Background: an optimization exercise with open tools, aiming at small area and a short achievable clock period. Do not read the settings as production practice.
Function was not checked in any run shown here: the RTL went through the layout flow alone.
Power figures rest on the tool's default switching activity, not on a simulated workload.

## flow/design.v (module list and top-level ports; edited modules follow where they fit)
// module neurona_capa_1: 1500 lines
// module nfa: 4 lines
// module nha: 4 lines
// module nx2: 3 lines
// module nmx: 3 lines
// module nmj: 3 lines
// module nxn2: 3 lines
module neurona_capa_1(
    weight_0, weight_1, weight_2, weight_3, weight_4, weight_5, weight_6, weight_7, weight_8, weight_9, weight_10, weight_11, weight_12, weight_13, weight_14, weight_15, weight_16, weight_17, weight_18, weight_19, weight_20, weight_21, weight_22, weight_23, weight_24, weight_25, weight_26, weight_27, weight_28, weight_29, weight_30, weight_31, weight_32, weight_33, weight_34, weight_35, weight_36, weight_37, weight_38, weight_39, weight_40, weight_41, weight_42, weight_43, weight_44, weight_45, weight_46, weight_47, weight_48,
    pixel_0, pixel_1, pixel_2, pixel_3, pixel_4, pixel_5, pixel_6, pixel_7, pixel_8, pixel_9, pixel_10, pixel_11, pixel_12, pixel_13, pixel_14, pixel_15, pixel_16, pixel_17, pixel_18, pixel_19, pixel_20, pixel_21, pixel_22, pixel_23, pixel_24, pixel_25, pixel_26, pixel_27, pixel_28, pixel_29, pixel_30, pixel_31, pixel_32, pixel_33, pixel_34, pixel_35, pixel_36, pixel_37, pixel_38, pixel_39, pixel_40, pixel_41, pixel_42, pixel_43, pixel_44, pixel_45, pixel_46, pixel_47, pixel_48,
    clk, out
);
  // ...
==> flow/flow/run.sh <==
#!/bin/bash
# Own layout flow: the standard flow (standard.sh, unchanged synthesis),
# except that the port buffers buffer_ports inserts are buf_1 cells rather
# than the default it picks; timing repair resizes them where needed.
set -euo pipefail
export BUFFER_PORTS_ARGS="-buffer_cell sky130_fd_sc_hd__buf_1"
bash standard.sh > standard.log 2>&1
==> flow/standard.sh <==
#!/bin/bash
# synth_recipe.tcl (not shown) runs the flow's synth.tcl, then flattens the netlist and writes it again
# the make line also repeats each setting of config.mk as NAME=value (left out here)
make -C /OpenROAD-flow-scripts/flow DESIGN_CONFIG=/design/flow/config.mk WORK_HOME=/design/flow/orfs CLKGATE_MAP_FILE= SYNTH_SCRIPT=/design/flow/synth_recipe.tcl "${@:-finish}"
==> flow/config.mk <==
export PLATFORM = sky130hd
export DESIGN_NAME = neurona_capa_1
export DESIGN_NICKNAME = neurona_capa_1
export VERILOG_FILES = /design/flow/design.v
export SDC_FILE = /design/flow/constraint.sdc
export NUM_CORES = 4
export LEC_CHECK = 0
export CAP_MARGIN = 20
export CORE_MARGIN = 2
export CORE_UTILIZATION = 40
export CTS_BUF_LIST = sky130_fd_sc_hd__clkbuf_4 sky130_fd_sc_hd__clkbuf_8
export SETUP_SLACK_MARGIN = 4.7
export SLEW_MARGIN = 20
export SYNTH_HIERARCHICAL = 1
export SYNTH_MINIMUM_KEEP_SIZE = 0
==> flow/constraint.sdc <==
create_clock -name core_clock -period 8.0 [get_ports {clk}]
set_input_delay 1.6000 -clock core_clock [delete_from_list [all_inputs] [get_ports {clk}]]
set_output_delay 1.6000 -clock core_clock [all_outputs]
set_load 0.01 [all_outputs]
==> run notes, run 1 <==
STA:
- The final number of setup-violating endpoints is 0.
- The post-route minimum period is between 3 and 4 ns.

Clocking:
- The number of buffers on the longest clock path is 2.

Final layout:
- Leaving out the clock tree, the finished layout contains an inverter count of 1.
- The fraction of final cell area spent on clock buffers and inverters in this run is 0.0135.
- After routing the design area is 13700 um^2.
- Counting plain and timing-repair buffers in the layout gives 451.
- Summing all multi-input logic gate instances after layout gives roughly 9000 um^2.

Pwr:
- The switching part of the total power is 0.463.
- The clock network fraction of design power is 0.047.
- The peak ir drop on the vdd network is roughly 600 uV.
- The analysis attributes to cell leakage a power of between 4 and 5 nW.

Run status:
- The run finished with no timing, DRC or antenna violations.

Critical path:
- STA puts the critical path data arrival time at 3.60 ns.
- Across all register-to-register paths, the minimum setup slack is 4.86 ns.
- On the worst path, the slowest cell contributes a delay of 0.68 ns.

Placement:
- During placement, the flow inserted port buffers numbering 449.
- The cell area after placement is around 13000 um^2.

Yosys:
- For this run, the register share of the synthesized area comes to 0.193.
- Yosys instantiated no cell more often than nand2_1.
- Of the total synthesized cell area, the portion taken by AND, OR, NAND and NOR gates is 0.132.
- Counting every instance in the synthesized netlist gives 1083.

Route:
- Signal routing reaches up to met4.
- The detailed-route wire length per cell is around 23 um.

Global routing:
- The met3 routing resource usage after global routing is 0.0400.

Die:
- Pin placement for this block handled 450 I/O pins.
==> run 2: changes to the inputs <==
--- a/flow/design.v
+++ b/flow/design.v
@@ -669,271 +669,219 @@
     wire x515;
     wire x516;
     wire x517;
     wire x518;
     wire x519;
     wire x520;
     wire x521;
     wire x522;
-    wire h523;
-    wire g524;
-    wire fp525;
-    wire s526;
-    wire c527;
-    wire fp528;
+    wire x523;
+    wire x524;
+    wire x525;
+    wire x526;
+    wire h527;
+    wire g528;
     wire s529;
     wire c530;
-    wire fp531;
-    wire s532;
-    wire c533;
-    wire h534;
-    wire g535;
-    wire fp536;
+    wire s531;
+    wire c532;
+    wire s533;
+    wire c534;
+    wire h535;
+    wire g536;
     wire s537;
     wire c538;
-    wire fp539;
-    wire s540;
-    wire c541;
-    wire fp542;
+    wire s539;
+    wire c540;
+    wire s541;
+    wire c542;
     wire s543;
     wire c544;
-    wire fp545;
-    wire s546;
-    wire c547;
-    wire fp548;
+    wire s545;
+    wire c546;
+    wire s547;
+    wire c548;
     wire s549;
     wire c550;
-    wire fp551;
-    wire s552;
-    wire c553;
-    wire fp554;
+    wire h551;
+    wire g552;
+    wire s553;
+    wire c554;
     wire s555;
     wire c556;
-    wire h557;
-    wire g558;
-    wire fp559;
-    wire s560;
-    wire c561;
-    wire fp562;
+    wire s557;
+    wire c558;
+    wire s559;
+    wire c560;
+    wire s561;
+    wire c562;
     wire s563;
     wire c564;
-    wire fp565;
-    wire s566;
-    wire c567;
-    wire fp568;
+    wire s565;
+    wire c566;
+    wire s567;
+    wire c568;
     wire s569;
     wire c570;
-    wire fp571;
-    wire s572;
-    wire c573;
-    wire fp574;
+    wire s571;
+    wire c572;
+    wire h573;
+    wire g574;
     wire s575;
     wire c576;
-    wire fp577;
-    wire s578;
-    wire c579;
-    wire fp580;
+    wire s577;
+    wire c578;
+    wire s579;
+    wire c580;
     wire s581;
     wire c582;
-    wire fp583;
-    wire s584;
-    wire c585;
-    wire fp586;
+    wire s583;
+    wire c584;
+    wire s585;
+    wire c586;
     wire s587;
     wire c588;
-    wire h589;
-    wire g590;
-    wire fp591;
-    wire s592;
-    wire c593;
-    wire fp594;
+    wire s589;
+    wire c590;
+    wire s591;
+    wire c592;
+    wire s593;
+    wire c594;
     wire s595;
     wire c596;
-    wire fp597;
-    wire s598;
-    wire c599;
-    wire fp600;
+    wire s597;
+    wire c598;
+    wire h599;
+    wire g600;
     wire s601;
     wire c602;
-    wire fp603;
-    wire s604;
-    wire c605;
-    wire fp606;
+    wire s603;
+    wire c604;
+    wire s605;
+    wire c606;
     wire s607;
     wire c608;
-    wire fp609;
-    wire s610;
-    wire c611;
-    wire fp612;
+    wire s609;
+    wire c610;
+    wire s611;
+    wire c612;
     wire s613;
     wire c614;
-    wire fp615;
-    wire s616;
-    wire c617;
-    wire fp618;
+    wire s615;
+    wire c616;
+    wire s617;
+    wire c618;
     wire s619;
     wire c620;
-    wire fp621;
-    wire s622;
-    wire c623;
-    wire fp624;
+    wire s621;
+    wire c622;
+    wire s623;
+    wire c624;
     wire s625;
     wire c626;
     wire h627;
     wire g628;
-    wire fp629;
-    wire s630;
-    wire c631;
-    wire fp632;
+    wire s629;
+    wire c630;
+    wire s631;
+    wire c632;
     wire s633;
     wire c634;
-    wire fp635;
-    wire s636;
-    wire c637;
-    wire fp638;
+    wire s635;
+    wire c636;
+    wire s637;
+    wire c638;
     wire s639;
     wire c640;
-    wire fp641;
-    wire s642;
-    wire c643;
-    wire fp644;
+    wire s641;
+    wire c642;
+    wire s643;
+    wire c644;
     wire s645;
     wire c646;
-    wire fp647;
-    wire s648;
-    wire c649;
-    wire fp650;
+    wire s647;
+    wire c648;
+    wire s649;
+    wire c650;
     wire s651;
     wire c652;
-    wire fp653;
-    wire s654;
-    wire c655;
-    wire fp656;
-    wire s657;
-    wire c658;
-    wire fp659;
-    wire s660;
-    wire c661;
-    wire fp662;
-    wire s663;
-    wire c664;
-    wire fp665;
-    wire s666;
-    wire c667;
-    wire h668;
-    wire g669;
-    wire fp670;
-    wire s671;
-    wire c672;
-    wire fp673;
-    wire s674;
-    wire c675;
-    wire fp676;
-    wire s677;
-    wire c678;
-    wire fp679;
-    wire s680;
-    wire c681;
-    wire fp682;
-    wire s683;
-    wire c684;
-    wire fp685;
-    wire s686;
-    wire c687;
-    wire fp688;
-    wire s689;
-    wire c690;
-    wire fp691;
-    wire s692;
-    wire c693;
-    wire fp694;
-    wire s695;
-    wire c696;
-    wire fp697;
-    wire s698;
-    wire c699;
-    wire fp700;
-    wire s701;
-    wire c702;
-    wire fp703;
-    wire s704;
-    wire c705;
-    wire fp706;
-    wire s707;
-    wire c708;
-    wire h709;
-    wire g710;
-    wire x711;
-    wire x712;
-    wire x713;
-    wire x714;
-    wire x715;
-    wire x716;
-    wire x717;
-    wire x718;
+    wire s653;
+    wire c654;
+    wire h655;
+    wire g656;
+    wire x657;
+    wire x658;
+    wire x659;
+    wire x660;
+    wire x661;
+    wire x662;
+    wire x663;
+    wire x664;
+    wire x665;
+    wire x666;
+    wire x667;
+    wire x668;
+    wire x669;
+    wire x670;
+    wire x671;
+    wire x672;
+    wire x673;
+    wire x674;
+    wire x675;
+    wire x676;
+    wire h677;
+    wire g678;
+    wire h679;
+    wire g680;
+    wire h681;
+    wire g682;
+    wire h683;
+    wire g684;
+    wire h685;
+    wire g686;
+    wire h687;
+    wire g688;
+    wire h689;
+    wire g690;
+    wire p691;
+    wire p692;
+    wire p693;
+    wire p694;
+    wire p695;
+    wire p696;
+    wire p697;
+    wire p698;
+    wire p699;
+    wire p700;
+    wire p701;
+    wire p702;
+    wire p703;
+    wire p704;
+    wire p705;
+    wire p706;
+    wire p707;
+    wire p708;
+    wire p709;
+    wire p710;
+    wire p711;
+    wire p712;
+    wire p713;
+    wire p714;
+    wire p715;
+    wire p716;
+    wire p717;
+    wire p718;
     wire x719;
     wire x720;
     wire x721;
     wire x722;
     wire x723;
     wire x724;
     wire x725;
-    wire x726;
-    wire x727;
-    wire x728;
-    wire x729;
-    wire x730;
-    wire x731;
-    wire x732;
-    wire x733;
-    wire x734;
-    wire h735;
-    wire g736;
-    wire h737;
-    wire g738;
-    wire h739;
-    wire g740;
-    wire h741;
-    wire g742;
-    wire h743;
-    wire g744;
-    wire p745;
-    wire p746;
-    wire p747;
-    wire p748;
-    wire p749;
-    wire p750;
-    wire p751;
-    wire p752;
-    wire p753;
-    wire p754;
-    wire p755;
-    wire p756;
-    wire p757;
-    wire p758;
-    wire p759;
-    wire x760;
-    wire x761;
-    wire x762;
-    wire x763;
-    wire h764;
-    wire g765;
-    wire h766;
-    wire g767;
-    wire p768;
-    wire p769;
-    wire p770;
-    wire p771;
-    wire p772;
-    wire p773;
-    wire p774;
-    wire x775;
-    wire x776;
-    wire x777;
     nxn2 u_x1 (.a(nb_0[4]), .b(nb_10[4]), .y(x1));
     assign p2 = nb_0[4] | nb_10[4];
     nxn2 u_x3 (.a(nb_0[5]), .b(nb_10[5]), .y(x3));
     assign p4 = nb_0[5] | nb_10[5];
     nfa u_s5 (.a(nb_0[0]), .b(nb_10[0]), .ci(nb_11[0]), .s(s5), .co(c6));
     nfa u_s7 (.a(nb_12[0]), .b(nb_13[0]), .ci(nb_14[0]), .s(s7), .co(c8));
     nfa u_s9 (.a(nb_15[0]), .b(nb_16[0]), .ci(nb_17[0]), .s(s9), .co(c10));
     nfa u_s11 (.a(nb_18[0]), .b(nb_19[0]), .ci(nb_1[0]), .s(s11), .co(c12));
@@ -1223,298 +1171,206 @@
     nx2 u_x515 (.a(c428), .b(c430), .y(x515));
     nx2 u_x516 (.a(c432), .b(c434), .y(x516));
     nx2 u_x517 (.a(c436), .b(x508), .y(x517));
     nx2 u_x518 (.a(x509), .b(x510), .y(x518));
     nx2 u_x519 (.a(x511), .b(x512), .y(x519));
     nx2 u_x520 (.a(x513), .b(x514), .y(x520));
     nx2 u_x521 (.a(x515), .b(x516), .y(x521));
     nx2 u_x522 (.a(x517), .b(x518), .y(x522));
-    reg [96:0] r1;
+    nx2 u_x523 (.a(x519), .b(x520), .y(x523));
+    nx2 u_x524 (.a(x521), .b(c438), .y(x524));
+    nx2 u_x525 (.a(c440), .b(c442), .y(x525));
+    nx2 u_x526 (.a(c444), .b(c446), .y(x526));
+    reg [92:0] r1;
     always @(posedge clk)
-        r1 <= {x522, c450, c448, c446, c444, c442, c440, c438, x521, x520, x519, s449, s447, s445, s443, s441, c382, s439, s437, c380, c378, c376, c374, c372, c370, s435, s381, s379, s377, s375, s373, c316, s371, c314, c312, c310, c308, c306, c304, s369, s367, s365, s315, s313, s311, s309, s307, c250, c248, s305, s303, c246, c244, c242, c240, c238, s301, s299, s249, s247, s245, s243, s241, s239, c182, c180, s237, c178, c176, c174, c172, c170, s235, s181, s179, s177, s175, s173, s171, c114, c112, s169, c110, c108, c106, s167, s113, s111, s109, s107, s105, c50, c48, s99, s49, s47, s45};
-    nha u_h523 (.a(r1[0]), .b(r1[1]), .s(h523), .co(g524));
-    nx2 u_fp525 (.a(r1[10]), .b(r1[3]), .y(fp525));
-    nx2 u_s526 (.a(fp525), .b(r1[4]), .y(s526));
-    nmj u_c527 (.a(r1[10]), .b(r1[3]), .c(r1[4]), .y(c527));
-    nx2 u_fp528 (.a(r1[5]), .b(r1[6]), .y(fp528));
-    nx2 u_s529 (.a(fp528), .b(r1[7]), .y(s529));
-    nmj u_c530 (.a(r1[5]), .b(r1[6]), .c(r1[7]), .y(c530));
-    nx2 u_fp531 (.a(r1[8]), .b(r1[9]), .y(fp531));
-    nx2 u_s532 (.a(fp531), .b(g524), .y(s532));
-    nmx u_c533 (.s(fp531), .a(r1[8]), .b(g524), .y(c533));
-    nha u_h534 (.a(s526), .b(s529), .s(h534), .co(g535));
-    nx2 u_fp536 (.a(r1[11]), .b(r1[12]), .y(fp536));
-    nx2 u_s537 (.a(fp536), .b(r1[13]), .y(s537));
-    nmj u_c538 (.a(r1[11]), .b(r1[12]), .c(r1[13]), .y(c538));
-    nx2 u_fp539 (.a(r1[14]), .b(r1[15]), .y(fp539));
-    nx2 u_s540 (.a(fp539), .b(r1[16]), .y(s540));
-    nmj u_c541 (.a(r1[14]), .b(r1[15]), .c(r1[16]), .y(c541));
-    nx2 u_fp542 (.a(r1[17]), .b(r1[18]), .y(fp542));
-    nx2 u_s543 (.a(fp542), .b(r1[19]), .y(s543));
-    nmj u_c544 (.a(r1[17]), .b(r1[18]), .c(r1[19]), .y(c544));
-    nx2 u_fp545 (.a(r1[20]), .b(r1[21]), .y(fp545));
-    nx2 u_s546 (.a(fp545), .b(r1[22]), .y(s546));
-    nmj u_c547 (.a(r1[20]), .b(r1[21]), .c(r1[22]), .y(c547));
-    nx2 u_fp548 (.a(r1[23]), .b(c527), .y(fp548));
-    nx2 u_s549 (.a(fp548), .b(c530), .y(s549));
-    nmj u_c550 (.a(r1[23]), .b(c527), .c(c530), .y(c550));
-    nx2 u_fp551 (.a(s537), .b(s540), .y(fp551));
-    nx2 u_s552 (.a(fp551), .b(s543), .y(s552));
-    nmj u_c553 (.a(s537), .b(s540), .c(s543), .y(c553));
-    nx2 u_fp554 (.a(s546), .b(c533), .y(fp554));
-    nx2 u_s555 (.a(fp554), .b(g535), .y(s555));
-    nmj u_c556 (.a(s546), .b(c533), .c(g535), .y(c556));
-    nha u_h557 (.a(s549), .b(s552), .s(h557), .co(g558));
-    nx2 u_fp559 (.a(r1[24]), .b(r1[25]), .y(fp559));
-    nx2 u_s560 (.a(fp559), .b(r1[26]), .y(s560));
-    nmj u_c561 (.a(r1[24]), .b(r1[25]), .c(r1[26]), .y(c561));
-    nx2 u_fp562 (.a(r1[27]), .b(r1[28]), .y(fp562));
-    nx2 u_s563 (.a(fp562), .b(r1[29]), .y(s563));
-    nmj u_c564 (.a(r1[27]), .b(r1[28]), .c(r1[29]), .y(c564));
-    nx2 u_fp565 (.a(r1[30]), .b(r1[31]), .y(fp565));
-    nx2 u_s566 (.a(fp565), .b(r1[32]), .y(s566));
-    nmj u_c567 (.a(r1[30]), .b(r1[31]), .c(r1[32]), .y(c567));
-    nx2 u_fp568 (.a(r1[33]), .b(r1[34]), .y(fp568));
-    nx2 u_s569 (.a(fp568), .b(r1[35]), .y(s569));
-    nmj u_c570 (.a(r1[33]), .b(r1[34]), .c(r1[35]), .y(c570));
-    nx2 u_fp571 (.a(r1[36]), .b(r1[37]), .y(fp571));
-    nx2 u_s572 (.a(fp571), .b(r1[38]), .y(s572));
-    nmj u_c573 (.a(r1[36]), .b(r1[37]), .c(r1[38]), .y(c573));
-    nx2 u_fp574 (.a(c538), .b(c541), .y(fp574));
-    nx2 u_s575 (.a(fp574), .b(c544), .y(s575));
-    nmj u_c576 (.a(c538), .b(c541), .c(c544), .y(c576));
-    nx2 u_fp577 (.a(c547), .b(s560), .y(fp577));
-    nx2 u_s578 (.a(fp577), .b(s563), .y(s578));
-    nmj u_c579 (.a(c547), .b(s560), .c(s563), .y(c579));
-    nx2 u_fp580 (.a(s566), .b(s569), .y(fp580));
-    nx2 u_s581 (.a(fp580), .b(s572), .y(s581));
-    nmj u_c582 (.a(s566), .b(s569), .c(s572), .y(c582));
-    nx2 u_fp583 (.a(c550), .b(c553), .y(fp583));
-    nx2 u_s584 (.a(fp583), .b(s575), .y(s584));
-    nmj u_c585 (.a(c550), .b(c553), .c(s575), .y(c585));
-    nx2 u_fp586 (.a(s578), .b(s581), .y(fp586));
-    nx2 u_s587 (.a(fp586), .b(c556), .y(s587));
-    nmx u_c588 (.s(fp586), .a(s578), .b(c556), .y(c588));
-    nha u_h589 (.a(g558), .b(s584), .s(h589), .co(g590));
-    nx2 u_fp591 (.a(r1[39]), .b(r1[40]), .y(fp591));
-    nx2 u_s592 (.a(fp591), .b(r1[41]), .y(s592));
-    nmj u_c593 (.a(r1[39]), .b(r1[40]), .c(r1[41]), .y(c593));
-    nx2 u_fp594 (.a(r1[42]), .b(r1[43]), .y(fp594));
-    nx2 u_s595 (.a(fp594), .b(r1[44]), .y(s595));
-    nmj u_c596 (.a(r1[42]), .b(r1[43]), .c(r1[44]), .y(c596));
-    nx2 u_fp597 (.a(r1[45]), .b(r1[46]), .y(fp597));
-    nx2 u_s598 (.a(fp597), .b(r1[47]), .y(s598));
-    nmj u_c599 (.a(r1[45]), .b(r1[46]), .c(r1[47]), .y(c599));
-    nx2 u_fp600 (.a(r1[48]), .b(r1[49]), .y(fp600));
-    nx2 u_s601 (.a(fp600), .b(r1[50]), .y(s601));
-    nmj u_c602 (.a(r1[48]), .b(r1[49]), .c(r1[50]), .y(c602));
-    nx2 u_fp603 (.a(r1[51]), .b(r1[52]), .y(fp603));
-    nx2 u_s604 (.a(fp603), .b(r1[53]), .y(s604));
-    nmj u_c605 (.a(r1[51]), .b(r1[52]), .c(r1[53]), .y(c605));
-    nx2 u_fp606 (.a(r1[54]), .b(c561), .y(fp606));
-    nx2 u_s607 (.a(fp606), .b(c564), .y(s607));
-    nmj u_c608 (.a(r1[54]), .b(c561), .c(c564), .y(c608));
-    nx2 u_fp609 (.a(c567), .b(c570), .y(fp609));
-    nx2 u_s610 (.a(fp609), .b(c573), .y(s610));
-    nmj u_c611 (.a(c567), .b(c570), .c(c573), .y(c611));
-    nx2 u_fp612 (.a(s592), .b(s595), .y(fp612));
-    nx2 u_s613 (.a(fp612), .b(s598), .y(s613));
-    nmj u_c614 (.a(s592), .b(s595), .c(s598), .y(c614));
-    nx2 u_fp615 (.a(s601), .b(s604), .y(fp615));
-    nx2 u_s616 (.a(fp615), .b(c576), .y(s616));
-    nmx u_c617 (.s(fp615), .a(s601), .b(c576), .y(c617));
-    nx2 u_fp618 (.a(c579), .b(c582), .y(fp618));
-    nx2 u_s619 (.a(fp618), .b(s607), .y(s619));
-    nmj u_c620 (.a(c579), .b(c582), .c(s607), .y(c620));
-    nx2 u_fp621 (.a(s610), .b(s613), .y(fp621));
-    nx2 u_s622 (.a(fp621), .b(s616), .y(s622));
-    nmx u_c623 (.s(fp621), .a(s610), .b(s616), .y(c623));
-    nx2 u_fp624 (.a(c585), .b(s619), .y(fp624));
-    nx2 u_s625 (.a(fp624), .b(s622), .y(s625));
-    nmj u_c626 (.a(c585), .b(s619), .c(s622), .y(c626));
-    nha u_h627 (.a(c588), .b(g590), .s(h627), .co(g628));
-    nx2 u_fp629 (.a(r1[55]), .b(r1[56]), .y(fp629));
-    nx2 u_s630 (.a(fp629), .b(r1[57]), .y(s630));
-    nmj u_c631 (.a(r1[55]), .b(r1[56]), .c(r1[57]), .y(c631));
-    nx2 u_fp632 (.a(r1[58]), .b(r1[59]), .y(fp632));
-    nx2 u_s633 (.a(fp632), .b(r1[60]), .y(s633));
-    nmj u_c634 (.a(r1[58]), .b(r1[59]), .c(r1[60]), .y(c634));
-    nx2 u_fp635 (.a(r1[61]), .b(r1[62]), .y(fp635));
-    nx2 u_s636 (.a(fp635), .b(r1[63]), .y(s636));
-    nmj u_c637 (.a(r1[61]), .b(r1[62]), .c(r1[63]), .y(c637));
-    nx2 u_fp638 (.a(r1[64]), .b(r1[65]), .y(fp638));
-    nx2 u_s639 (.a(fp638), .b(r1[66]), .y(s639));
-    nmj u_c640 (.a(r1[64]), .b(r1[65]), .c(r1[66]), .y(c640));
-    nx2 u_fp641 (.a(r1[67]), .b(r1[68]), .y(fp641));
-    nx2 u_s642 (.a(fp641), .b(r1[69]), .y(s642));
-    nmj u_c643 (.a(r1[67]), .b(r1[68]), .c(r1[69]), .y(c643));
-    nx2 u_fp644 (.a(r1[70]), .b(c593), .y(fp644));
-    nx2 u_s645 (.a(fp644), .b(c596), .y(s645));
-    nmj u_c646 (.a(r1[70]), .b(c593), .c(c596), .y(c646));
-    nx2 u_fp647 (.a(c599), .b(c602), .y(fp647));
-    nx2 u_s648 (.a(fp647), .b(c605), .y(s648));
-    nmj u_c649 (.a(c599), .b(c602), .c(c605), .y(c649));
-    nx2 u_fp650 (.a(s630), .b(s633), .y(fp650));
-    nx2 u_s651 (.a(fp650), .b(s636), .y(s651));
-    nmj u_c652 (.a(s630), .b(s633), .c(s636), .y(c652));
-    nx2 u_fp653 (.a(s639), .b(s642), .y(fp653));
-    nx2 u_s654 (.a(fp653), .b(c608), .y(s654));
-    nmx u_c655 (.s(fp653), .a(s639), .b(c608), .y(c655));
-    nx2 u_fp656 (.a(c611), .b(c614), .y(fp656));
-    nx2 u_s657 (.a(fp656), .b(s645), .y(s657));
-    nmj u_c658 (.a(c611), .b(c614), .c(s645), .y(c658));
-    nx2 u_fp659 (.a(s648), .b(s651), .y(fp659));
-    nx2 u_s660 (.a(fp659), .b(s654), .y(s660));
-    nmx u_c661 (.s(fp659), .a(s648), .b(s654), .y(c661));
-    nx2 u_fp662 (.a(c617), .b(c620), .y(fp662));
-    nx2 u_s663 (.a(fp662), .b(s657), .y(s663));
-    nmj u_c664 (.a(c617), .b(c620), .c(s657), .y(c664));
-    nx2 u_fp665 (.a(s660), .b(c623), .y(fp665));
-    nx2 u_s666 (.a(fp665), .b(s663), .y(s666));
-    nmx u_c667 (.s(fp665), .a(s660), .b(s663), .y(c667));
-    nha u_h668 (.a(c626), .b(g628), .s(h668), .co(g669));
-    nx2 u_fp670 (.a(r1[71]), .b(r1[72]), .y(fp670));
-    nx2 u_s671 (.a(fp670), .b(r1[73]), .y(s671));
-    nmj u_c672 (.a(r1[71]), .b(r1[72]), .c(r1[73]), .y(c672));
-    nx2 u_fp673 (.a(r1[74]), .b(r1[75]), .y(fp673));
-    nx2 u_s674 (.a(fp673), .b(r1[76]), .y(s674));
-    nmj u_c675 (.a(r1[74]), .b(r1[75]), .c(r1[76]), .y(c675));
-    nx2 u_fp676 (.a(r1[77]), .b(r1[78]), .y(fp676));
-    nx2 u_s677 (.a(fp676), .b(r1[79]), .y(s677));
-    nmj u_c678 (.a(r1[77]), .b(r1[78]), .c(r1[79]), .y(c678));
-    nx2 u_fp679 (.a(r1[80]), .b(r1[81]), .y(fp679));
-    nx2 u_s680 (.a(fp679), .b(r1[82]), .y(s680));
-    nmj u_c681 (.a(r1[80]), .b(r1[81]), .c(r1[82]), .y(c681));
-    nx2 u_fp682 (.a(r1[83]), .b(r1[84]), .y(fp682));
-    nx2 u_s683 (.a(fp682), .b(r1[85]), .y(s683));
-    nmj u_c684 (.a(r1[83]), .b(r1[84]), .c(r1[85]), .y(c684));
-    nx2 u_fp685 (.a(c631), .b(c634), .y(fp685));
-    nx2 u_s686 (.a(fp685), .b(c637), .y(s686));
-    nmj u_c687 (.a(c631), .b(c634), .c(c637), .y(c687));
-    nx2 u_fp688 (.a(c640), .b(c643), .y(fp688));
-    nx2 u_s689 (.a(fp688), .b(s671), .y(s689));
-    nmj u_c690 (.a(c640), .b(c643), .c(s671), .y(c690));
-    nx2 u_fp691 (.a(s674), .b(s677), .y(fp691));
-    nx2 u_s692 (.a(fp691), .b(s680), .y(s692));
-    nmj u_c693 (.a(s674), .b(s677), .c(s680), .y(c693));
-    nx2 u_fp694 (.a(s683), .b(c646), .y(fp694));
-    nx2 u_s695 (.a(fp694), .b(c649), .y(s695));
-    nmj u_c696 (.a(s683), .b(c646), .c(c649), .y(c696));
-    nx2 u_fp697 (.a(c652), .b(s686), .y(fp697));
-    nx2 u_s698 (.a(fp697), .b(s689), .y(s698));
-    nmj u_c699 (.a(c652), .b(s686), .c(s689), .y(c699));
-    nx2 u_fp700 (.a(s692), .b(c655), .y(fp700));
-    nx2 u_s701 (.a(fp700), .b(s695), .y(s701));
-    nmj u_c702 (.a(s692), .b(c655), .c(s695), .y(c702));
-    nx2 u_fp703 (.a(c658), .b(s698), .y(fp703));
-    nx2 u_s704 (.a(fp703), .b(c661), .y(s704));
-    nmx u_c705 (.s(fp703), .a(c658), .b(c661), .y(c705));
-    nx2 u_fp706 (.a(s701), .b(c664), .y(fp706));
-    nx2 u_s707 (.a(fp706), .b(s704), .y(s707));
-    nmj u_c708 (.a(s701), .b(c664), .c(s704), .y(c708));
-    nha u_h709 (.a(g669), .b(c667), .s(h709), .co(g710));
-    nx2 u_x711 (.a(r1[86]), .b(r1[87]), .y(x711));
-    nx2 u_x712 (.a(r1[88]), .b(r1[89]), .y(x712));
-    nx2 u_x713 (.a(r1[90]), .b(r1[91]), .y(x713));
-    nx2 u_x714 (.a(r1[92]), .b(r1[93]), .y(x714));
-    nx2 u_x715 (.a(r1[94]), .b(r1[95]), .y(x715));
-    nx2 u_x716 (.a(r1[96]), .b(x711), .y(x716));
-    nx2 u_x717 (.a(x712), .b(x713), .y(x717));
-    nx2 u_x718 (.a(x714), .b(x715), .y(x718));
-    nx2 u_x719 (.a(c672), .b(c675), .y(x719));
-    nx2 u_x720 (.a(c678), .b(c681), .y(x720));
-    nx2 u_x721 (.a(c684), .b(x716), .y(x721));
-    nx2 u_x722 (.a(x717), .b(x718), .y(x722));
-    nx2 u_x723 (.a(x719), .b(x720), .y(x723));
-    nx2 u_x724 (.a(x721), .b(x722), .y(x724));
-    nx2 u_x725 (.a(c687), .b(c690), .y(x725));
-    nx2 u_x726 (.a(c693), .b(x723), .y(x726));
-    nx2 u_x727 (.a(x724), .b(x725), .y(x727));
-    nx2 u_x728 (.a(x726), .b(c696), .y(x728));
-    nx2 u_x729 (.a(c699), .b(x727), .y(x729));
-    nx2 u_x730 (.a(x728), .b(x729), .y(x730));
-    nx2 u_x731 (.a(c702), .b(x730), .y(x731));
-    nx2 u_x732 (.a(c705), .b(x731), .y(x732));
-    nx2 u_x733 (.a(c708), .b(x732), .y(x733));
-    nx2 u_x734 (.a(g710), .b(x733), .y(x734));
-    nha u_h735 (.a(r1[2]), .b(h523), .s(h735), .co(g736));
-    nha u_h737 (.a(s532), .b(h534), .s(h737), .co(g738));
-    nha u_h739 (.a(s555), .b(h557), .s(h739), .co(g740));
-    nha u_h741 (.a(s587), .b(h589), .s(h741), .co(g742));
-    nha u_h743 (.a(s625), .b(h627), .s(h743), .co(g744));
-    assign p745 = g738 | (h737 & g736);
-    assign p746 = h737 & h735;
-    assign p747 = g740 | (h739 & g738);
-    assign p748 = h739 & h737;
-    assign p749 = g742 | (h741 & g740);
-    assign p750 = h741 & h739;
-    assign p751 = g744 | (h743 & g742);
-    assign p752 = h743 & h741;
-    assign p753 = p747 | (p748 & g736);
-    assign p754 = p749 | (p750 & p745);
-    assign p755 = p750 & p746;
-    assign p756 = p751 | (p752 & p747);
-    assign p757 = p752 & p748;
-    assign p758 = p756 | (p757 & g736);
-    assign p759 = ~h735;
-    nxn2 u_x760 (.a(h737), .b(g736), .y(x760));
-    nxn2 u_x761 (.a(h739), .b(p745), .y(x761));
-    nxn2 u_x762 (.a(h741), .b(p753), .y(x762));
-    nxn2 u_x763 (.a(h743), .b(p754), .y(x763));
-    nha u_h764 (.a(s666), .b(h668), .s(h764), .co(g765));
-    nha u_h766 (.a(s707), .b(h709), .s(h766), .co(g767));
-    reg r2_g765;
-    reg r2_h764;
-    reg r2_p758;
-    reg r2_g767;
-    reg r2_h766;
-    reg r2_x734;
-    reg r2_p759;
-    reg r2_x760;
-    reg r2_x761;
-    reg r2_x762;
-    reg r2_x763;
+        r1 <= {x526, x525, x524, x523, x522, c450, c448, s449, s447, s445, s443, s441, c382, s439, s437, c380, c378, c376, c374, c372, c370, s435, s381, s379, s377, s375, s373, c316, s371, c314, c312, c310, c308, c306, c304, s369, s367, s365, s315, s313, s311, s309, s307, c250, c248, s305, s303, c246, c244, c242, c240, c238, s301, s299, s249, s247, s245, s243, s241, s239, c182, c180, s237, c178, c176, c174, c172, c170, s235, s181, s179, s177, s175, s173, s171, c114, c112, s169, c110, c108, c106, s167, s113, s111, s109, s107, s105, c50, c48, s99, s49, s47, s45};
+    nha u_h527 (.a(r1[0]), .b(r1[1]), .s(h527), .co(g528));
+    nfa u_s529 (.a(r1[10]), .b(r1[3]), .ci(r1[4]), .s(s529), .co(c530));
+    nfa u_s531 (.a(r1[5]), .b(r1[6]), .ci(r1[7]), .s(s531), .co(c532));
+    nfa u_s533 (.a(r1[8]), .b(r1[9]), .ci(g528), .s(s533), .co(c534));
+    nha u_h535 (.a(s529), .b(s531), .s(h535), .co(g536));
+    nfa u_s537 (.a(r1[11]), .b(r1[12]), .ci(r1[13]), .s(s537), .co(c538));
+    nfa u_s539 (.a(r1[14]), .b(r1[15]), .ci(r1[16]), .s(s539), .co(c540));
+    nfa u_s541 (.a(r1[17]), .b(r1[18]), .ci(r1[19]), .s(s541), .co(c542));
+    nfa u_s543 (.a(r1[20]), .b(r1[21]), .ci(r1[22]), .s(s543), .co(c544));
+    nfa u_s545 (.a(r1[23]), .b(c530), .ci(c532), .s(s545), .co(c546));
+    nfa u_s547 (.a(s537), .b(s539), .ci(s541), .s(s547), .co(c548));
+    nfa u_s549 (.a(s543), .b(c534), .ci(g536), .s(s549), .co(c550));
+    nha u_h551 (.a(s545), .b(s547), .s(h551), .co(g552));
+    nfa u_s553 (.a(r1[24]), .b(r1[25]), .ci(r1[26]), .s(s553), .co(c554));
+    nfa u_s555 (.a(r1[27]), .b(r1[28]), .ci(r1[29]), .s(s555), .co(c556));
+    nfa u_s557 (.a(r1[30]), .b(r1[31]), .ci(r1[32]), .s(s557), .co(c558));
+    nfa u_s559 (.a(r1[33]), .b(r1[34]), .ci(r1[35]), .s(s559), .co(c560));
+    nfa u_s561 (.a(r1[36]), .b(r1[37]), .ci(r1[38]), .s(s561), .co(c562));
+    nfa u_s563 (.a(c538), .b(c540), .ci(c542), .s(s563), .co(c564));
+    nfa u_s565 (.a(c544), .b(s553), .ci(s555), .s(s565), .co(c566));
+    nfa u_s567 (.a(s557), .b(s559), .ci(s561), .s(s567), .co(c568));
+    nfa u_s569 (.a(c546), .b(c548), .ci(s563), .s(s569), .co(c570));
+    nfa u_s571 (.a(s565), .b(s567), .ci(c550), .s(s571), .co(c572));
+    nha u_h573 (.a(g552), .b(s569), .s(h573), .co(g574));
+    nfa u_s575 (.a(r1[39]), .b(r1[40]), .ci(r1[41]), .s(s575), .co(c576));
+    nfa u_s577 (.a(r1[42]), .b(r1[43]), .ci(r1[44]), .s(s577), .co(c578));
+    nfa u_s579 (.a(r1[45]), .b(r1[46]), .ci(r1[47]), .s(s579), .co(c580));
+    nfa u_s581 (.a(r1[48]), .b(r1[49]), .ci(r1[50]), .s(s581), .co(c582));
+    nfa u_s583 (.a(r1[51]), .b(r1[52]), .ci(r1[53]), .s(s583), .co(c584));
+    nfa u_s585 (.a(r1[54]), .b(c554), .ci(c556), .s(s585), .co(c586));
+    nfa u_s587 (.a(c558), .b(c560), .ci(c562), .s(s587), .co(c588));
+    nfa u_s589 (.a(s575), .b(s577), .ci(s579), .s(s589), .co(c590));
+    nfa u_s591 (.a(s581), .b(s583), .ci(c564), .s(s591), .co(c592));
+    nfa u_s593 (.a(c566), .b(c568), .ci(s585), .s(s593), .co(c594));
+    nfa u_s595 (.a(s587), .b(s589), .ci(c570), .s(s595), .co(c596));
+    nfa u_s597 (.a(s591), .b(s593), .ci(c572), .s(s597), .co(c598));
+    nha u_h599 (.a(g574), .b(s595), .s(h599), .co(g600));
+    nfa u_s601 (.a(r1[55]), .b(r1[56]), .ci(r1[57]), .s(s601), .co(c602));
+    nfa u_s603 (.a(r1[58]), .b(r1[59]), .ci(r1[60]), .s(s603), .co(c604));
+    nfa u_s605 (.a(r1[61]), .b(r1[62]), .ci(r1[63]), .s(s605), .co(c606));
+    nfa u_s607 (.a(r1[64]), .b(r1[65]), .ci(r1[66]), .s(s607), .co(c608));
+    nfa u_s609 (.a(r1[67]), .b(r1[68]), .ci(r1[69]), .s(s609), .co(c610));
+    nfa u_s611 (.a(r1[70]), .b(c576), .ci(c578), .s(s611), .co(c612));
+    nfa u_s613 (.a(c580), .b(c582), .ci(c584), .s(s613), .co(c614));
+    nfa u_s615 (.a(s601), .b(s603), .ci(s605), .s(s615), .co(c616));
+    nfa u_s617 (.a(s607), .b(s609), .ci(c586), .s(s617), .co(c618));
+    nfa u_s619 (.a(c588), .b(c590), .ci(s611), .s(s619), .co(c620));
+    nfa u_s621 (.a(s613), .b(s615), .ci(c592), .s(s621), .co(c622));
+    nfa u_s623 (.a(c594), .b(s617), .ci(s619), .s(s623), .co(c624));
+    nfa u_s625 (.a(c596), .b(s621), .ci(s623), .s(s625), .co(c626));
+    nha u_h627 (.a(c598), .b(g600), .s(h627), .co(g628));
+    nfa u_s629 (.a(r1[71]), .b(r1[72]), .ci(r1[73]), .s(s629), .co(c630));
+    nfa u_s631 (.a(r1[74]), .b(r1[75]), .ci(r1[76]), .s(s631), .co(c632));
+    nfa u_s633 (.a(r1[77]), .b(r1[78]), .ci(r1[79]), .s(s633), .co(c634));
+    nfa u_s635 (.a(r1[80]), .b(r1[81]), .ci(r1[82]), .s(s635), .co(c636));
+    nfa u_s637 (.a(r1[83]), .b(r1[84]), .ci(r1[85]), .s(s637), .co(c638));
+    nfa u_s639 (.a(c602), .b(c604), .ci(c606), .s(s639), .co(c640));
+    nfa u_s641 (.a(c608), .b(c610), .ci(s629), .s(s641), .co(c642));
+    nfa u_s643 (.a(s631), .b(s633), .ci(s635), .s(s643), .co(c644));
+    nfa u_s645 (.a(s637), .b(c612), .ci(c614), .s(s645), .co(c646));
+    nfa u_s647 (.a(c616), .b(s639), .ci(s641), .s(s647), .co(c648));
+    nfa u_s649 (.a(s643), .b(c618), .ci(c620), .s(s649), .co(c650));
+    nfa u_s651 (.a(s645), .b(s647), .ci(c622), .s(s651), .co(c652));
+    nfa u_s653 (.a(c624), .b(s649), .ci(s651), .s(s653), .co(c654));
+    nha u_h655 (.a(g628), .b(c626), .s(h655), .co(g656));
+    nx2 u_x657 (.a(r1[86]), .b(r1[87]), .y(x657));
+    nx2 u_x658 (.a(r1[88]), .b(r1[89]), .y(x658));
+    nx2 u_x659 (.a(r1[90]), .b(r1[91]), .y(x659));
+    nx2 u_x660 (.a(r1[92]), .b(x657), .y(x660));
+    nx2 u_x661 (.a(x658), .b(x659), .y(x661));
+    nx2 u_x662 (.a(x660), .b(x661), .y(x662));
+    nx2 u_x663 (.a(c630), .b(c632), .y(x663));
+    nx2 u_x664 (.a(c634), .b(c636), .y(x664));
+    nx2 u_x665 (.a(c638), .b(x662), .y(x665));
+    nx2 u_x666 (.a(x663), .b(x664), .y(x666));
+    nx2 u_x667 (.a(x665), .b(x666), .y(x667));
+    nx2 u_x668 (.a(c640), .b(c642), .y(x668));
+    nx2 u_x669 (.a(c644), .b(x667), .y(x669));
+    nx2 u_x670 (.a(x668), .b(x669), .y(x670));
+    nx2 u_x671 (.a(c646), .b(c648), .y(x671));
+    nx2 u_x672 (.a(x670), .b(x671), .y(x672));
+    nx2 u_x673 (.a(c650), .b(x672), .y(x673));
+    nx2 u_x674 (.a(x673), .b(c652), .y(x674));
+    nx2 u_x675 (.a(x674), .b(g656), .y(x675));
+    nha u_h677 (.a(r1[2]), .b(h527), .s(h677), .co(g678));
+    nha u_h679 (.a(s533), .b(h535), .s(h679), .co(g680));
+    nha u_h681 (.a(s549), .b(h551), .s(h681), .co(g682));
+    nha u_h683 (.a(s571), .b(h573), .s(h683), .co(g684));
+    nha u_h685 (.a(s597), .b(h599), .s(h685), .co(g686));
+    nha u_h687 (.a(h627), .b(s625), .s(h687), .co(g688));
+    assign p691 = g680 | (h679 & g678);
+    assign p692 = g682 | (h681 & g680);
+    assign p693 = h681 & h679;
+    assign p694 = g684 | (h683 & g682);
+    assign p695 = h683 & h681;
+    assign p696 = g686 | (h685 & g684);
+    assign p697 = h685 & h683;
+    assign p698 = g688 | (h687 & g686);
+    assign p699 = h687 & h685;
+    assign p704 = p692 | (p693 & g678);
+    assign p705 = p694 | (p695 & p691);
+    assign p706 = p696 | (p697 & p692);
+    assign p707 = p697 & p693;
+    assign p718 = ~h677;
+    nxn2 u_x719 (.a(h679), .b(g678), .y(x719));
+    nxn2 u_x720 (.a(h681), .b(p691), .y(x720));
+    nxn2 u_x721 (.a(h683), .b(p704), .y(x721));
+    nxn2 u_x722 (.a(h685), .b(p705), .y(x722));
+    reg r2_c654;
+    reg r2_x675;
+    reg r2_h655;
+    reg r2_s653;
+    reg r2_g688;
+    reg r2_h687;
+    reg r2_p698;
+    reg r2_p699;
+    reg r2_p694;
+    reg r2_p695;
+    reg r2_p696;
+    reg r2_p697;
+    reg r2_p706;
+    reg r2_p707;
+    reg r2_g678;
+    reg r2_p691;
+    reg r2_p704;
+    reg r2_p705;
+    reg r2_p718;
+    reg r2_x719;
+    reg r2_x720;
+    reg r2_x721;
+    reg r2_x722;
     always @(posedge clk) begin
-        r2_g765 <= g765;
-        r2_h764 <= h764;
-        r2_p758 <= p758;
-        r2_g767 <= g767;
-        r2_h766 <= h766;
-        r2_x734 <= x734;
-        r2_p759 <= p759;
-        r2_x760 <= x760;
-        r2_x761 <= x761;
-        r2_x762 <= x762;
-        r2_x763 <= x763;
+        r2_c654 <= c654;
+        r2_x675 <= x675;
+        r2_h655 <= h655;
+        r2_s653 <= s653;
+        r2_g688 <= g688;
+        r2_h687 <= h687;
+        r2_p698 <= p698;
+        r2_p699 <= p699;
+        r2_p694 <= p694;
+        r2_p695 <= p695;
+        r2_p696 <= p696;
+        r2_p697 <= p697;
+        r2_p706 <= p706;
+        r2_p707 <= p707;
+        r2_g678 <= g678;
+        r2_p691 <= p691;
+        r2_p704 <= p704;
+        r2_p705 <= p705;
+        r2_p718 <= p718;
+        r2_x719 <= x719;
+        r2_x720 <= x720;
+        r2_x721 <= x721;
+        r2_x722 <= x722;
     end
-    assign p768 = r2_g765 | (r2_h764 & r2_p758);
-    assign p769 = r2_g767 | (r2_h766 & r2_g765);
-    assign p770 = r2_h766 & r2_h764;
-    assign p771 = r2_x734 & r2_g767;
-    assign p772 = r2_x734 & r2_h766;
-    assign p773 = p769 | (p770 & r2_p758);
-    assign p774 = p771 | (p772 & p768);
-    nxn2 u_x775 (.a(r2_h764), .b(r2_p758), .y(x775));
-    nxn2 u_x776 (.a(r2_h766), .b(p768), .y(x776));
-    nxn2 u_x777 (.a(r2_x734), .b(p773), .y(x777));
-    assign out = {x777, x776, x775, r2_x763, r2_x762, r2_x761, r2_x760, r2_p759};
+    nx2 u_x676 (.a(r2_c654), .b(r2_x675), .y(x676));
+    nha u_h689 (.a(r2_h655), .b(r2_s653), .s(h689), .co(g690));
+    assign p700 = g690 | (h689 & r2_g688);
+    assign p701 = h689 & r2_h687;
+    assign p702 = x676 & g690;
+    assign p703 = x676 & h689;
+    assign p708 = r2_p698 | (r2_p699 & r2_p694);
+    assign p709 = r2_p699 & r2_p695;
+    assign p710 = p700 | (p701 & r2_p696);
+    assign p711 = p701 & r2_p697;
+    assign p712 = p702 | (p703 & r2_p698);
+    assign p713 = p703 & r2_p699;
+    assign p714 = r2_p706 | (r2_p707 & r2_g678);
+    assign p715 = p708 | (p709 & r2_p691);
+    assign p716 = p710 | (p711 & r2_p704);
+    assign p717 = p712 | (p713 & r2_p705);
+    nxn2 u_x723 (.a(r2_h687), .b(p714), .y(x723));
+    nxn2 u_x724 (.a(h689), .b(p715), .y(x724));
+    nxn2 u_x725 (.a(x676), .b(p716), .y(x725));
+    assign out = {x725, x724, x723, r2_x722, r2_x721, r2_x720, r2_x719, r2_p718};
 endmodule
 module nfa(input wire a, input wire b, input wire ci, output wire s, output wire co);
     assign s = a ^ b ^ ci;
     assign co = (a & b) | (a & ci) | (b & ci);
 endmodule
 module nha(input wire a, input wire b, output wire s, output wire co);
     assign s = a ^ b;
     assign co = a & b;
 endmodule
 module nx2(input wire a, input wire b, output wire y);
     assign y = a ^ b;
 endmodule
-module nmx(input wire s, input wire a, input wire b, output wire y);
-    assign y = s ? b : a;
-endmodule
-module nmj(input wire a, input wire b, input wire c, output wire y);
-    assign y = (a & b) | (a & c) | (b & c);
-endmodule
 module nxn2(input wire a, input wire b, output wire y);
     assign y = ~(a ^ b);
 endmodule
==> run 2 against run 1 <==
Still clean on timing, DRC and antenna. Final area about the same. Critical path depth increased by 2. Sequential power increased by 9.6%. Core utilization increased by 1.6 points. Combinational power decreased by 3%. Cell count decreased by 6.2%. Clock power increased by 86%. Critical path type is now flop to flop. Largest power group unchanged. Highest routed layer unchanged.
==> run notes, run 2 <==
Route:
- The number of DRC violations after detailed-routing iteration 0 was 391 (was 436).
- The iteration count of the initial detailed-routing pass is 4 (was 5).
- The final wirelength was 40000 um (was 43200 um).
- The detailed-route via count is 8492 (was 9151).
- The number of design rule violations left after detail routing is 0 (unchanged).
- The remaining number of nets flagged by the antenna check after routing came to 0 (unchanged).
- The vias per cell is 4.84 (was 4.89).
- The detailed-route wire length per cell is 22.8 um (was 23.1 um).

Critical path:
- The depth of the most critical reg-to-reg path is 7 (was 10).
- The capturing element type of the critical path is a flop (unchanged).
- The end of the worst register-to-register path is r2_p698 (was r2_h766).
- The category of the worst setup path launch point is a flop (was primary input).
- The required arrival time at the worst endpoint was 8.32 ns (was 8.27 ns).
- The maximum fanout along the worst path came to 3 (was 8).
- The critical path arrival is 3.63 ns (was 3.60 ns).
- The cell repeated most along the worst path is fa_1 (unchanged).
- The setup slack on the worst flop-to-flop path is 4.69 ns (was 4.86 ns).
- The launching point of the worst reg2reg path is r1[41] (was r1[56]).
- The cell with the biggest individual delay on the critical path was fa_1 (was fa_2).
- The buffers plus inverters on the worst setup path is 0 (was 1).
- Worst-path cell chain: fa_2 > fa_1 > fa_1 > fa_1 > fa_1 > ha_4 > a21o_1 (was buf_2 > nand2_1 > fa_1 > fa_2 > fa_1).
- The largest incremental delay on the critical path is 0.63 ns (was 0.68 ns).
- The critical path class was flop to flop (was primary input to flop).
- The top cell family by delay on the critical path is adder cells (unchanged).

Die:
- The overall die area came to 28700 um^2 (was 29400 um^2).
- The width of the die is 169 um (was 171 um).
- The core region area was 26900 um^2 (was 27700 um^2).
- The y dimension of the die is 169 um (was 171 um).
- The number of top-level pins is 450 (unchanged).
- The initial core utilization is 0.407 (was 0.404).
- The number of placement rows is 60 (was 61).

Yosys:
- The total number of yosys warnings is 7 (unchanged).
- The post-synthesis async set-or-reset flop share is 0 (unchanged).
- Top cells by count, synth: 395 x nand2_1, 281 x fa_1, 115 x dfxtp_1, 96 x xor2_1, 49 x buf_2 (was 392 x nand2_1, 223 x fa_1, 212 x xor2_1, 108 x dfxtp_1, 50 x maj3_2).
- The share of the yosys chip area belonging to registers is 0.210 (was 0.193).
- The number of register bits inferred by synthesis is 115 (was 108).
- The number of enable-type register cells in the synthesized netlist is 0 (unchanged).
- Ranking of synthesized cells by area: fa_1 51%, dfxtp_1 21%, nand2_1 14% (was fa_1 40%, dfxtp_1 19%, xor2_1 17%).
- The cell taking the most area after synthesis is fa_1 (unchanged).
- The cell area after technology mapping is 10900 um^2 (was 11200 um^2).
- The most used standard cell by instance count after synthesis is nand2_1 (unchanged).
- The area fraction of the dominant cell type after synthesis came to 0.514 (was 0.398).
- The distinct cell type count after synthesis came to 17 (was 14).
- The prevailing post-synth register cell is dfxtp_1 (unchanged).
- The post-synthesis net count is 1725 (was 1762).
- The mean instance size in the synthesized netlist is 11.1 um^2 (was 10.3 um^2).
- The instance count of the mapped netlist is 988 (was 1083).

STA:
- Unrepaired setup endpoints after global routing: true (unchanged).
- The final sum of negative setup slack came to 0 ns (unchanged).
- The least setup slack across all paths after layout is 4.69 ns (was 4.67 ns).
- The post-route minimum period is 3.31 ns (was 3.33 ns).
- The number of hold-slack violations in the final timing report is 0 (unchanged).
- The transition time of the tightest slew-check pin is 0.670 ns (was 0.459 ns).
- The worst slew margin relative to its limit is 0.553 (was 0.693).
- The count of pins over their slew limit came to 0 (unchanged).
- The worst clock skew on the final layout is 0.00848 ns (was 0.0117 ns).
- The final period utilization is 0.413 (was 0.417).
- The maximum clock frequency came to 0.302 GHz (was 0.300 GHz).
- The final number of setup-violating endpoints came to 0 (unchanged).
- The worst hold slack across all endpoints is 0.509 ns (was 0.517 ns).

Global routing:
- The wire length of the first global-routing pass is 56800 um (was 59400 um).
- The global-route congestion overflow total came to 0 (unchanged).
- The number of antenna violations at the first check in global routing is 1 (was 0).
- The fraction of met2 tracks used by global routing is 0.533 (was 0.540).
- The number of global-route vias before repair is 9534 (was 9652).
- The pin count of the biggest net entering global routing is 17 (was 19).
- The global-route total usage across every layer is 0.286 (was 0.295).
- The met1 layer usage reported by global route is 0.330 (was 0.353).
- The busiest layer in global routing is met2 (unchanged).
- The met3 routing resource usage after global routing is 0.0478 (was 0.0400).

Placement:
- The placed instance count came to 1721 (was 1853).
- The half-perimeter wire length after detailed placement came to 35800 um (was 37900 um).
- The number of buffer cells added on primary ports is 449 (unchanged).
- The final RePlAce weighted congestion came to 0.976 (was 0.950).
- The worst slack at placement came to 3.78 ns (was 3.76 ns).

Final layout:
- The non-filler instance count after layout is 1755 (was 1871).
- The share of the core filled with cells in the final layout came to 0.509 (was 0.494).
- Most frequent cells in the layout: 400 x buf_1, 316 x nand2_1, 247 x fa_1 (was 400 x buf_1, 354 x nand2_1, 210 x xor2_1).
- The area overhead of the layout relative to synthesis was 25.0% (was 22.0%).
- The most common cell after layout, fill and taps aside is buf_1 (unchanged).
- The number of flip-flops in the largest register came to 93 (was 97).
- The ratio of cells with drive above 1 in the final layout is 0.144 (was 0.129).
- The most flop-heavy register was r1 (unchanged).
- The post-layout net count is 2136 (was 2167).

Clocking:
- The post-CTS setup buffer count is 0 (unchanged).
- The number of buffers inserted for hold repair after clock tree synthesis is 0 (unchanged).
- The latest clock arrival within the worst-skew pair is 0.43 ns (was 0.39 ns).
- The root buffer selected by CTS is clkbuf_8 (unchanged).
- The number of buffers on the longest clock path is 2 (unchanged).
- The deepest level of the CTS H-tree is 4 (was 3).
- The clock tree from TritonCTS is built (unchanged).
- The total CTS buffers is 17 (was 9).
- The count of clock tree sinks is 115 (was 108).
- The clock transition at the registers of the reported paths is 0.07 ns (was 0.11 ns).

Min path:
- The end of the worst hold path is r2_p718 (was r2_p759).
- The worst hold-check path type is flop to flop (unchanged).
- The startpoint of the most critical hold path is r1[2] (unchanged).
- The worst hold path cell count is 2 (unchanged).

Pwr:
- The leakage power is 4.96 nW (was 4.97 nW).
- The net switching component of the power is 3.06 mW (was 3.19 mW).
- The switching part of the total power is 0.430 (was 0.463).
- The clock network fraction of design power is 0.084 (was 0.047).
- The proportion of power drawn by combinational gates is 0.756 (was 0.802).
- The power per unit of standard cell area was 521 nW/um^2 (was 504 nW/um^2).
- The design internal power is 4.06 mW (was 3.70 mW).
- The peak ir drop on the vdd network was 1010 uV (was 614 uV).
- The sequential group share of total power is 0.160 (was 0.151).

Run status:
- Status: complete, no violations (unchanged).

Run:
- The count of max-cap constraint violations was 0 (unchanged).
[run 2: metrics by stage]
stage	instance area, um^2	power (mW)
6_report	13700	7.12
5_1_grt	13700	7.84
4_1_cts	13600	6.71
3_5_place_dp	13100	5.86
3_3_place_gp	13100	5.80
2_1_floorplan	11600	4.66
[run 2: final cells by class]
class	instances	area [um^2]
inverter	2	7.51
sequential	115	2310
fill	2551	13200
tap	341	427
clock inverter	10	154
clock buffer	22	290
multi-input combinational	814	8710
antenna	2	5.00
timing repair buffer	449	1780
[run 2: cells by family after synthesis]
logic type / after synthesis / synth area share
AOI/OAI and AO/OA: 13 / 0.00800
xor gates and xnor gates: 105 / 0.0840
adders and majority gates: 295 / 0.530
buffers and inverters: 59 / 0.0286
DFF: 115 / 0.210
and+or+nand+nor: 401 / 0.139
[run 2: worst register-to-register path, stage by stage (launching register included)]
cell	delay, ns
dfxtp_2	0.33
fa_2	0.39
fa_1	0.55
fa_1	0.44
fa_1	0.50
fa_1	0.63
ha_4	0.23
a21o_1	0.15
[run 2: power groups by stage]
stage               logic, mW  clock network [mW]  registers (mW)
floorplan                3.57                   0            1.09
global placement         4.65                   0            1.15
detailed placement       4.71                   0            1.15
CTS                      4.97               0.608            1.14
global route             6.04               0.636            1.16
finish                   5.39               0.601            1.14
[run 2: worst max path at each step]
stage              end     start  slack [ns]  cells past startpoint
4_1_cts        r2_p699    r1[39]        4.70                      7
6_report       r2_p698    r1[41]        4.69                      7
2_1_floorplan   r1[23]  pixel_44        4.66                      5
5_1_grt        r2_p698    r1[41]        4.63                      7
3_5_place_dp     r1[2]  pixel_44        3.78                      5
3_3_place_gp     r1[2]  pixel_44        3.81                      5
[run 2: per-module statistics from Yosys, one instance, submodules excluded]
| module | cells | copies in the design | area, um^2 | flops+latches |
|---|---|---|---|---|
| nfa | 1 | 281 | 20.0 | 0 |
| nxn2 | 1 | 9 | 8.76 | 0 |
| nx2 | 1 | 96 | 8.76 | 0 |
| nha | 1 | 14 | 12.5 | 0 |
| neurona_capa_1 | 588 | 1 | 4220 | 115 |
[run 2: what timing repair did]
action / in CTS / in global routing
setup endpoints to repair: 83 / 18
resized for setup: 69 / 27
pin swaps: 4 / 10
[run 2: routing by layer]
layer,vias to the layer above,wire length (um)
li1,3777,-
met4,0,1480
met5,-,0
met2,347,21800
met1,4300,14700
met3,68,2070

## re-timing with driven ports
Ports are ideal in the flow. The routed layouts listed here were re-timed in OpenROAD.
Step 1, drivers: a clkbuf_16 drives clk and a buf_2 each remaining input, both assumed.
Step 2, shift: input delay + t, output delay - t, t = (earliest + latest rising clock arrival at the registers) / 2. This alone moves slack from input paths to output paths.
Three values: ideal ports, drivers, drivers and shift; two values: the first two.
run	shift t [ns]	slack for setup (ns)	worst data-port slew with drivers (ns)
run 1	0.424	4.667 / 4.689 / 4.265	0.08
run 2	0.466	4.694 / 4.694 / 4.251	0.13
After both steps every run listed still meets setup and hold. For run 2, which loses most, drivers alone change the setup slack by 0.000 ns; drivers and shift together by -0.443 ns.
